This design comes from an exercise in tuning for small area, a short achievable clock period and few clock cycles on the open sky130 flow, not from production work. The RTL was checked by simulation tests, not by an equivalence proof against the original design. Power figures rest on the tool's default switching activity, not on a simulated workload.

// Top
module Top(
  input wire clock,
  input wire reset_n,
  input wire start,
  input wire [127:0] M1_ReadBus1,
  output wire [15:0] M1_ReadAddress1,
  input wire [35:0] M2_ReadBus1,
  input wire [19:0] M2_ReadBus2,
  output wire [15:0] M2_ReadAddress1,
  output wire [15:0] M2_ReadAddress2,
  output wire [127:0] M2_WriteBus,
  output wire [15:0] M2_WriteAddress,
  output wire M2_WriteEnable,
  input wire [127:0] M3_ReadBus1,
  output wire [15:0] M3_ReadAddress1,
  output wire [127:0] M3_WriteBus,
  output wire [15:0] M3_WriteAddress,
  output wire M3_WriteEnable,
  output wire [127:0] M4_WriteBus,
  output wire [15:0] M4_WriteAddress,
  output wire M4_WriteEnable
  );
  localparam REPLAY = 1'b1;
  localparam [14:0] LASTW = 15'd19199;
  localparam [27:0] NPIX = 28'd307200;
  reg s_clr, s_hist, s_drain, s_lut, s_out, s_wait, s_rep;
  wire idle = !(s_clr || s_hist || s_drain || s_lut || s_out || s_wait || s_rep);
  ...
Size in the first run: ~2400 cells after synthesis, roughly 270 flip-flops.
Settings: LEC_CHECK=0, ABC_CLOCK_PERIOD_IN_PS=3000, CAP_MARGIN=20, CORE_AREA=3 3 237 237, CTS_BUF_LIST=sky130_fd_sc_hd__clkbuf_4 sky130_fd_sc_hd__clkbuf_8, DIE_AREA=0 0 240 240, SETUP_SLACK_MARGIN=5, SLEW_MARGIN=20; clock period 8.0 ns.
standard.sh (not shown) runs the stock make flow with config.mk's settings and CLKGATE_MAP_FILE= SYNTH_SCRIPT=/design/flow/synth_recipe.tcl, a recipe that flattens the netlist after the stock synthesis.
==> flow/flow/run.sh <==
#!/bin/bash
set -euo pipefail
bash standard.sh 'BUFFER_PORTS_ARGS=-buffer_cell sky130_fd_sc_hd__buf_1' finish > make_finish.log 2>&1
Testbench counts at the start, summed over its fixed seeds: cycles 2,326,192.
Next try:
CTS_BUF_LIST = default   (was sky130_fd_sc_hd__clkbuf_4 sky130_fd_sc_hd__clkbuf_8)
Effect: The new run ran to the end with no violations; final area hardly moves; sequential cell count stays the same; global-route usage falls by 0.16 points; power rises by 1.4%; utilization stays flat; fmax falls by 2.5%; worst hold slack is about the same; sequential share of layout area falls by 0.37 points; clock power rises by about 7%.

Another version of the RTL of Top (not shown whole).
For scale: roughly 2800 cells after synthesis, about 810 I/O pins.
Settings: LEC_CHECK=0, ABC_AREA=1, CAP_MARGIN=20, CORE_AREA=3 3 237 237, CTS_BUF_LIST=sky130_fd_sc_hd__clkbuf_4 sky130_fd_sc_hd__clkbuf_8, DIE_AREA=0 0 240 240, SETUP_SLACK_MARGIN=5, SLEW_MARGIN=20; clock period 8.0 ns.
Scripts as last shown in full above: flow/flow/run.sh
The starting point ran to the end with no violations.
Testbench counts at the start, summed over its fixed seeds: cycles 2,326,192.
Rerun with:
==> flow/flow/run.sh (replaced) <==
#!/bin/bash
set -euo pipefail
bash standard.sh 'BUFFER_PORTS_ARGS=-buffer_cell sky130_fd_sc_hd__buf_1' SETUP_SLACK_MARGIN=5.5 finish > make_finish.log 2>&1
=> Wire length is higher by 6.9%. Worst hold slack is about the same. Non-clock buffer count is higher by 174. Global-route usage is higher by 1.9 points. Design area is higher by 26%. Utilization is higher by 10 points. Total power is higher by 24%. Via count is higher by 6.4%. Cell count is higher by 4.4%. Die area does not change. Worst setup slack improves by 0.015 ns.
Rerun with:
==> flow/flow/run.sh (replaced) <==
#!/bin/bash
set -euo pipefail
bash standard.sh 'BUFFER_PORTS_ARGS=-buffer_cell sky130_fd_sc_hd__buf_1' finish > make_finish.log 2>&1
- SETUP_SLACK_MARGIN: 5 -> 4.8
- die area is unchanged
- final area came out lower by 22%
- count of clock-buffer cells in the layout came out higher by 4
- worst hold slack hardly moves
- power came out lower by 20%
- sequential cell count does not change
- sequential share of layout area came out higher by 4.3 points
- fmax came out lower by 7.1%
- clock skew came out higher by 0.026 ns
Rerun with:
- ABC_AREA: 1 -> default
- ABC_CLOCK_PERIOD_IN_PS: default -> 3000
- CTS_BUF_LIST: sky130_fd_sc_hd__clkbuf_4 sky130_fd_sc_hd__clkbuf_8 -> default
- SETUP_SLACK_MARGIN: 4.8 -> 5
After rerunning: Routed wire length rose by 0.76%; setup slack improved by 0.060 ns; worst hold slack got worse by 0.0073 ns; count of clock-buffer cells in the layout fell by 32; final area rose by 5.1%; global-route usage fell by 0.30 points.

== run 1 ==
Starting RTL as in the previous note.
Design Top, start of the top module:
module Top(
  input wire clock,
  input wire reset_n,
  input wire start,
  input wire [127:0] M1_ReadBus1,
  output wire [15:0] M1_ReadAddress1,
  input wire [35:0] M2_ReadBus1,
  input wire [19:0] M2_ReadBus2,
  output wire [15:0] M2_ReadAddress1,
  output wire [15:0] M2_ReadAddress2,
  output wire [127:0] M2_WriteBus,
  output wire [15:0] M2_WriteAddress,
  output wire M2_WriteEnable,
  input wire [127:0] M3_ReadBus1,
  output wire [15:0] M3_ReadAddress1,
  output wire [127:0] M3_WriteBus,
  output wire [15:0] M3_WriteAddress,
  output wire M3_WriteEnable,
  output wire [127:0] M4_WriteBus,
  output wire [15:0] M4_WriteAddress,
  output wire M4_WriteEnable
  );
==> flow/config.mk <==
export PLATFORM = sky130hd
export DESIGN_NAME = Top
export DESIGN_NICKNAME = Top
export VERILOG_FILES = /design/flow/design.v
export SDC_FILE = /design/flow/constraint.sdc
export NUM_CORES = 4
export LEC_CHECK = 0
export ABC_AREA = 1
export CAP_MARGIN = 20
export CORE_AREA = 3 3 237 237
export CTS_BUF_LIST = sky130_fd_sc_hd__clkbuf_4 sky130_fd_sc_hd__clkbuf_8
export DIE_AREA = 0 0 240 240
export PLACE_DENSITY = 0.75
export SETUP_SLACK_MARGIN = 5
export SLEW_MARGIN = 20
==> flow/constraint.sdc <==
create_clock -name core_clock -period 8.0 [get_ports {clock}]
set_input_delay 1.6000 -clock core_clock [delete_from_list [all_inputs] [get_ports {clock}]]
set_output_delay 1.6000 -clock core_clock [all_outputs]
set_load 0.01 [all_outputs]
==> flow/flow/run.sh <==
#!/bin/bash
set -euo pipefail
bash standard.sh 'BUFFER_PORTS_ARGS=-buffer_cell sky130_fd_sc_hd__buf_1' finish > make_finish.log 2>&1
Testbench counts of run 1, summed over its fixed seeds: cycles 2,326,192.
The inputs of run 2 differ from those of run 1 as listed below.
# run 1
export LEC_CHECK = 0
export ABC_AREA = 1
export CAP_MARGIN = 20
export CORE_AREA = 3 3 237 237
export CTS_BUF_LIST = sky130_fd_sc_hd__clkbuf_4 sky130_fd_sc_hd__clkbuf_8
export DIE_AREA = 0 0 240 240
export PLACE_DENSITY = 0.75
export SETUP_SLACK_MARGIN = 5
export SLEW_MARGIN = 20
create_clock -name core_clock -period 8.0 [get_ports {clock}]
# run 2
export LEC_CHECK = 0
export ABC_CLOCK_PERIOD_IN_PS = 3000
export CAP_MARGIN = 20
export CORE_AREA = 3 3 237 237
export CTS_BUF_LIST = sky130_fd_sc_hd__clkbuf_4 sky130_fd_sc_hd__clkbuf_8
export DIE_AREA = 0 0 240 240
export SETUP_SLACK_MARGIN = 5
export SLEW_MARGIN = 20
create_clock -name core_clock -period 8.0 [get_ports {clock}]
==> flow/flow/run.sh <==
#!/bin/bash
set -euo pipefail
bash standard.sh 'BUFFER_PORTS_ARGS=-buffer_cell sky130_fd_sc_hd__buf_1' SETUP_SLACK_MARGIN=5.5 finish > make_finish.log 2>&1
[summary]
- Share of cell area taken by multi-input logic gates was higher in the run labelled run 1.
- A type of the setup path with the least slack of reg2reg is what run 2 shows, while reg2out belongs to run 1.
- Sort run 1 and run 2 by clock network fraction of design power, descending, and run 1 comes first.
- Run 1 has lower final area than run 2.
- Run 2 vs. run 1: number of cells on the worst hold path up 2; routed via count now larger; clock insertion delay at the later pin of the skew report higher.
Changes in run 3 relative to run 2:
# run 2
export LEC_CHECK = 0
export ABC_CLOCK_PERIOD_IN_PS = 3000
export CAP_MARGIN = 20
export CORE_AREA = 3 3 237 237
export CTS_BUF_LIST = sky130_fd_sc_hd__clkbuf_4 sky130_fd_sc_hd__clkbuf_8
export DIE_AREA = 0 0 240 240
export SETUP_SLACK_MARGIN = 5
export SLEW_MARGIN = 20
create_clock -name core_clock -period 8.0 [get_ports {clock}]
# run 3
export LEC_CHECK = 0
export ABC_AREA = 1
export CAP_MARGIN = 20
export CORE_AREA = 3 3 233 233
export DIE_AREA = 0 0 236 236
export SETUP_SLACK_MARGIN = 5
export SLEW_MARGIN = 20
create_clock -name core_clock -period 8.0 [get_ports {clock}]
==> flow/flow/run.sh <==
#!/bin/bash
set -euo pipefail
bash standard.sh 'BUFFER_PORTS_ARGS=-buffer_cell sky130_fd_sc_hd__buf_1' finish > make_finish.log 2>&1
--- outcome ---
Run 3 completed every stage of the flow, and the final layout passed the timing, design-rule and antenna checks. Summary of run 3 over run 2: simple-gate area share of the yosys netlist higher, footprint of the multi-input gates lower, area of the core lower, global placer's final weighted congestion higher. When run 3 is set beside run 2, its sequential fraction of total cell area turns out to be 5.4 points larger. Total vias in the final route (higher): run 2. From run 2 to run 3 the numbers moved as follows: synthesized area lower, total CTS buffers moved down.

== north ==
The RTL this note starts from:
==> flow/design.v <==
module Top(
  input wire clock,
  input wire reset_n,
  input wire start,
  input wire [127:0] M1_ReadBus1,
  output wire [15:0] M1_ReadAddress1,
  input wire [35:0] M2_ReadBus1,
  input wire [19:0] M2_ReadBus2,
  output wire [15:0] M2_ReadAddress1,
  output wire [15:0] M2_ReadAddress2,
  output wire [127:0] M2_WriteBus,
  output wire [15:0] M2_WriteAddress,
  output wire M2_WriteEnable,
  input wire [127:0] M3_ReadBus1,
  output wire [15:0] M3_ReadAddress1,
  output wire [127:0] M3_WriteBus,
  output wire [15:0] M3_WriteAddress,
  output wire M3_WriteEnable,
  output wire [127:0] M4_WriteBus,
  output wire [15:0] M4_WriteAddress,
  output wire M4_WriteEnable
  );
  localparam REPLAY = 1'b1;
  localparam [14:0] LASTW = 15'd19199;
  localparam [27:0] NPIX = 28'd307200;
  localparam [2:0] L_CAP  = 3'd0,    
                   L_A2   = 3'd1,    
                   L_B2   = 3'd2,    
                   L_A3   = 3'd3,    
                   L_B3   = 3'd4,    
                   L_LOOP = 3'd5;    
  reg s_clr, s_hist, s_drain, s_lut, s_out, s_wait, s_rep;
  reg [14:0] w;         
  reg [2:0]  ph;        
  reg [2:0]  ls;        
  reg        dc;        
  reg [7:0]  ra1, ra2;
  reg [15:0] ra3;       
  wire [7:0] rc = ra3[7:0];
  reg        pv;        
  reg        od;        
  reg [5:0]  phd;       
  reg        we2, we3, m4we;
  reg [7:0]  wa2;
  reg [15:0] wa3;
  reg [14:0] m4a;
  reg [127:0] asm;
  reg [7:0]  v;
  reg        found;
  wire [18:0] a_c3 = asm[26:8];
  wire [18:0] a_c2 = asm[67:49];
  wire [27:0] E    = asm[95:68];
  wire [19:0] Dn   = asm[115:96];
  function [7:0] pix;
    input [127:0] bus;
    input [3:0] k;
    pix = bus[k*8 +: 8];
  endfunction
  reg [3:0] k1, k2, k3;
  always @(*) begin
    case (ph)
      3'd0: begin k1 = 4'd0;  k2 = 4'd1;  k3 = 4'd2;  end
      3'd1: begin k1 = 4'd3;  k2 = 4'd4;  k3 = 4'd5;  end
      3'd2: begin k1 = 4'd6;  k2 = 4'd7;  k3 = 4'd8;  end
      3'd3: begin k1 = 4'd9;  k2 = 4'd10; k3 = 4'd11; end
      3'd4: begin k1 = 4'd12; k2 = 4'd13; k3 = 4'd14; end
      3'd5: begin k1 = 4'd15; k2 = 4'd13; k3 = 4'd7;  end
      3'd6: begin k1 = 4'd1;  k2 = 4'd13; k3 = 4'd10; end
      default: begin k1 = 4'd4; k2 = 4'd13; k3 = 4'd13; end
    endcase
  end
  assign M1_ReadAddress1 = {1'b0, w};
  assign M2_ReadAddress1 = {8'd0, ra1};
  assign M2_ReadAddress2 = {8'd0, ra2};
  assign M3_ReadAddress1 = ra3;
  assign M2_WriteEnable  = we2;
  assign M2_WriteAddress = {8'd0, wa2};
  assign M2_WriteBus     = {asm[31:0], asm[127:32]};
  assign M3_WriteEnable  = we3;
  assign M3_WriteAddress = wa3;
  assign M3_WriteBus     = asm;
  assign M4_WriteEnable  = m4we;
  assign M4_WriteAddress = {1'b0, m4a};
  assign M4_WriteBus     = asm;
  wire [18:0] c2 = (we2 && wa2 == ra1) ? a_c2 : M2_ReadBus1[35:17];
  wire [18:0] c3 = (we3 && wa3[7:0] == rc) ? a_c3 : M3_ReadBus1[26:8];
  wire [18:0] cx = (ls == L_A3 || ls == L_B3 || (ls == L_B2 && !found)) ? a_c3 : a_c2;
  reg  [27:0] ea, eb;
  reg         ec;
  always @(*) begin
    ea = E; eb = {{8{Dn[19]}}, Dn}; ec = 1'b0;
    case (ls)
      L_A2, L_A3: begin
        if (!found) begin ea = 28'd0 - NPIX; eb = {9'd0, cx}; end
        else eb = {1'b0, cx, 8'd0};
      end
      L_B2, L_B3: begin
        if (!found) eb = {9'd0, cx};
        else begin eb = ~{9'd0, cx}; ec = 1'b1; end
      end
      default: ;
    endcase
  end
  wire [27:0] esum = ea + eb + {27'd0, ec};
  wire loop_go = found && (v != 8'd255) && !E[27];
  wire emit = s_lut && (ls == L_LOOP) && !loop_go;
  wire lut_end = emit && (ra1 == 8'd255);
  wire wlast = (w == LASTW);
  wire [14:0] w_inc = wlast ? 15'd0 : w + 15'd1;
  wire nz_next = (M2_ReadBus1[35:17] != 19'd0) || (M3_ReadBus1[26:8] != 19'd0);
  wire hist_end = s_hist && ph == 3'd7 && wlast;
  wire out_end  = s_out && ph == 3'd5 && wlast;
  always @(posedge clock or negedge reset_n) begin
    if (!reset_n) begin
      s_clr <= 1'b0; s_hist <= 1'b0; s_drain <= 1'b0; s_lut <= 1'b0;
      s_out <= 1'b0; s_wait <= 1'b0; s_rep <= 1'b0;
      w <= 15'd0; ph <= 3'd0; ls <= L_CAP; dc <= 1'b0;
      pv <= 1'b0; od <= 1'b0; we2 <= 1'b0; we3 <= 1'b0; m4we <= 1'b0;
      found <= 1'b0; v <= 8'd0;
    end else begin
      pv <= s_hist;
      od <= s_out;
      m4we <= (od && phd[5]) || s_rep;
      we2 <= pv || emit;
      we3 <= pv || emit || s_clr || (REPLAY && od && phd[5]);
      if (start && !s_clr && !s_hist && !s_drain && !s_lut && !s_out && !s_wait && !s_rep)
        s_clr <= 1'b1;
      else if (s_clr && ra1 == 8'd255) begin s_clr <= 1'b0; s_hist <= 1'b1; end
      if (hist_end) begin s_hist <= 1'b0; s_drain <= 1'b1; end
      if (s_drain || s_wait) dc <= ~dc;
      if (s_drain && dc) begin s_drain <= 1'b0; s_lut <= 1'b1; found <= 1'b0; v <= 8'd0; end
      if (lut_end) begin s_lut <= 1'b0; s_out <= 1'b1; end
      if (out_end) begin s_out <= 1'b0; s_wait <= 1'b1; end
      if (s_wait && dc) begin
        s_wait <= 1'b0;
        if (REPLAY) s_rep <= 1'b1; else s_hist <= 1'b1;
      end
      if (s_hist) ph <= ph + 3'd1;
      else if (s_out) ph <= (ph == 3'd5) ? 3'd0 : ph + 3'd1;
      else ph <= 3'd0;
      if ((s_hist && ph == 3'd7) || (s_out && ph == 3'd5) || s_rep) w <= w_inc;
      if (s_lut) begin
        case (ls)
          L_CAP: ls <= nz_next ? L_A2 : L_LOOP;
          L_A2:  ls <= L_B2;
          L_B2:  begin ls <= found ? L_A3 : L_LOOP; found <= 1'b1; end
          L_A3:  ls <= L_B3;
          L_B3:  ls <= L_LOOP;
          default: begin
            if (loop_go) v <= v + 8'd1;
            else ls <= L_CAP;
          end
        endcase
      end
    end
  end
  wire [7:0] ra1_inc = ra1 + 8'd1;
  wire idle = !(s_clr || s_hist || s_drain || s_lut || s_out || s_wait || s_rep);
  always @(posedge clock) begin
    phd <= {s_out && ph == 3'd5, s_out && ph == 3'd4, s_out && ph == 3'd3,
            s_out && ph == 3'd2, s_out && ph == 3'd1, s_out && ph == 3'd0};
    if ((s_out && ph == 3'd5) || s_rep) m4a <= w;
    if (s_clr) begin
      ra1 <= ra1_inc;
    end else if (s_lut) begin
      if (emit) begin ra1 <= ra1_inc; ra3 <= {8'd0, ra1_inc}; end
    end else if (s_drain || idle) begin
      ra1 <= 8'd0; ra3 <= 16'd0;
    end else if (s_rep || (s_wait && dc && REPLAY)) begin
      ra3 <= {1'b1, s_rep ? w_inc : 15'd0};
    end else begin
      ra1 <= pix(M1_ReadBus1, k1);
      ra2 <= pix(M1_ReadBus1, k2);
      ra3 <= {8'd0, pix(M1_ReadBus1, k3)};
    end
    if (s_clr) wa3 <= {8'd0, ra1};
    if (emit) begin wa2 <= ra1; wa3 <= {8'd0, ra1}; end
    if (pv) begin wa2 <= ra1; wa3 <= {8'd0, rc}; end
    if (od && phd[5]) wa3 <= {1'b1, m4a};
    if (s_clr) asm[26:8] <= 19'd0;
    if (s_lut) begin
      if (ls == L_CAP) begin
        asm[67:49] <= M2_ReadBus1[35:17];
        asm[26:8]  <= M3_ReadBus1[26:8];
      end
      if (emit) begin
        asm[7:0] <= v; asm[39:32] <= v;
        asm[26:8] <= 19'd0; asm[67:49] <= 19'd0;
      end
      if (((ls == L_A2 || ls == L_B2 || ls == L_A3 || ls == L_B3)) ||
          (ls == L_LOOP && loop_go))
        asm[95:68] <= esum;
      if (ls == L_B2 && !found) asm[115:96] <= esum[19:0];
    end
    if (pv) begin
      asm[67:49] <= c2 + 19'd1;
      asm[26:8]  <= c3 + 19'd1;
    end
    if (s_rep) asm <= M3_ReadBus1;
    if (od) begin
      if (phd[0]) begin asm[7:0]     <= M2_ReadBus1[7:0]; asm[15:8]    <= M2_ReadBus2[7:0]; asm[23:16]   <= M3_ReadBus1[7:0]; end
      if (phd[1]) begin asm[31:24]   <= M2_ReadBus1[7:0]; asm[39:32]   <= M2_ReadBus2[7:0]; asm[47:40]   <= M3_ReadBus1[7:0]; end
      if (phd[2]) begin asm[55:48]   <= M2_ReadBus1[7:0]; asm[63:56]   <= M2_ReadBus2[7:0]; asm[71:64]   <= M3_ReadBus1[7:0]; end
      if (phd[3]) begin asm[79:72]   <= M2_ReadBus1[7:0]; asm[87:80]   <= M2_ReadBus2[7:0]; asm[95:88]   <= M3_ReadBus1[7:0]; end
      if (phd[4]) begin asm[103:96]  <= M2_ReadBus1[7:0]; asm[111:104] <= M2_ReadBus2[7:0]; asm[119:112] <= M3_ReadBus1[7:0]; end
      if (phd[5]) asm[127:120] <= M2_ReadBus1[7:0];
    end
  end
endmodule
==> flow/config.mk <==
export PLATFORM = sky130hd
export DESIGN_NAME = Top
export DESIGN_NICKNAME = Top
export VERILOG_FILES = /design/flow/design.v
export SDC_FILE = /design/flow/constraint.sdc
export NUM_CORES = 4
export LEC_CHECK = 0
export ABC_CLOCK_PERIOD_IN_PS = 3000
export CAP_MARGIN = 20
export CORE_MARGIN = 2
export CORE_UTILIZATION = 40
export SETUP_SLACK_MARGIN = 5
export SLEW_MARGIN = 20
==> flow/constraint.sdc <==
create_clock -name core_clock -period 8.0 [get_ports {clock}]
set_input_delay 1.6000 -clock core_clock [delete_from_list [all_inputs] [get_ports {clock}]]
set_output_delay 1.6000 -clock core_clock [all_outputs]
set_load 0.01 [all_outputs]
==> flow/flow/run.sh <==
#!/bin/bash
set -euo pipefail
bash standard.sh 'BUFFER_PORTS_ARGS=-buffer_cell sky130_fd_sc_hd__buf_1' finish > make_finish.log 2>&1
The flow did not stop early for north: all stages ran, and the layout cleared the timing, design-rule and antenna checks.
Testbench counts of north, summed over its fixed seeds: cycles 2,318,192.
The inputs of south differ from those of north as listed below.
- a change of SETUP_SLACK_MARGIN from 5 to 4
- a change of ABC_CLOCK_PERIOD_IN_PS from 3000 to 4000
==> comparison <==
- south was carried through to the last stage, and its layout satisfied the timing, design-rule and antenna checks.
- Compared with north, in south layout clock buffer count moved up, number of global-route vias before repair moved down, cell count moved down, transition time at the pin with the least slew margin moved up.
- [south vs north] fmax: lower in south
- Between north and south, the non-clock buffer count is higher for north.
- For south, the capturing instance or port of the critical path was asm[110], unlike north, where it was asm[87].

[afterwards: timing with drivers on the ports]
The flow's constraints put no driver on any port. The routed layouts listed below were extracted and timed again, unchanged, in two steps.
Step 1 sets driving cells, clkbuf_16 on the clock port and buf_2 on the other inputs (assumed; they add their load-dependent delay and slew).
Step 2 moves the port delays by t, midway between the first and last clock arrival at a register: inputs arrive t later, outputs are due t later. That takes back most of the time a late clock gives input paths.
Slacks: no drivers / after step 1 / after step 2; pairs: no drivers / after step 1.
run | t (ns) | setup WS [ns] | hold slack, ns | latest minus earliest clock arrival (ns) | pins driven straight from the clock port
the first run of note 1 | 0.697 | 4.872 / 4.871 / 4.174 | 0.460 / 0.460 / 0.460 | 0.034 / 0.033 | 1
the second run of note 1 | 0.605 | 4.790 / 4.792 / 4.187 | 0.460 / 0.460 / 0.460 | 0.018 / 0.019 | 1
the first run of note 2 | 0.695 | 5.038 / 4.988 / 4.496 | 0.468 / 0.468 / 0.468 | 0.060 / 0.060 | 1
the second run of note 2 | 0.707 | 5.053 / 4.999 / 4.882 | 0.467 / 0.467 / 0.467 | 0.048 / 0.047 | 1
the third run of note 2 | 0.696 | 4.827 / 4.778 / 4.530 | 0.466 / 0.466 / 0.466 | 0.073 / 0.074 | 1
the fourth run of note 2 | 0.597 | 4.887 / 4.842 / 4.409 | 0.459 / 0.459 / 0.459 | 0.029 / 0.029 | 1
run 1 | 0.686 | 5.018 / 4.969 / 4.500 | 0.476 / 0.476 / 0.476 | 0.037 / 0.037 | 1
run 2 | 0.716 | 4.832 / 4.832 / 4.502 | 0.464 / 0.464 / 0.464 | 0.064 / 0.064 | 1
run 3 | 0.605 | 4.984 / 4.931 / 4.595 | 0.457 / 0.457 / 0.457 | 0.032 / 0.032 | 1
north | 0.654 | 3.891 / 3.891 / 3.891 | 0.505 / 0.505 / 0.505 | 0.016 / 0.016 | 1
south | 0.652 | 3.768 / 3.768 / 3.768 | 0.501 / 0.501 / 0.501 | 0.022 / 0.022 | 1
After both steps setup and hold are still met in every run listed. For the first run of note 1, which loses most, drivers alone change the setup slack by -0.001 ns; drivers and shift together by -0.698 ns.
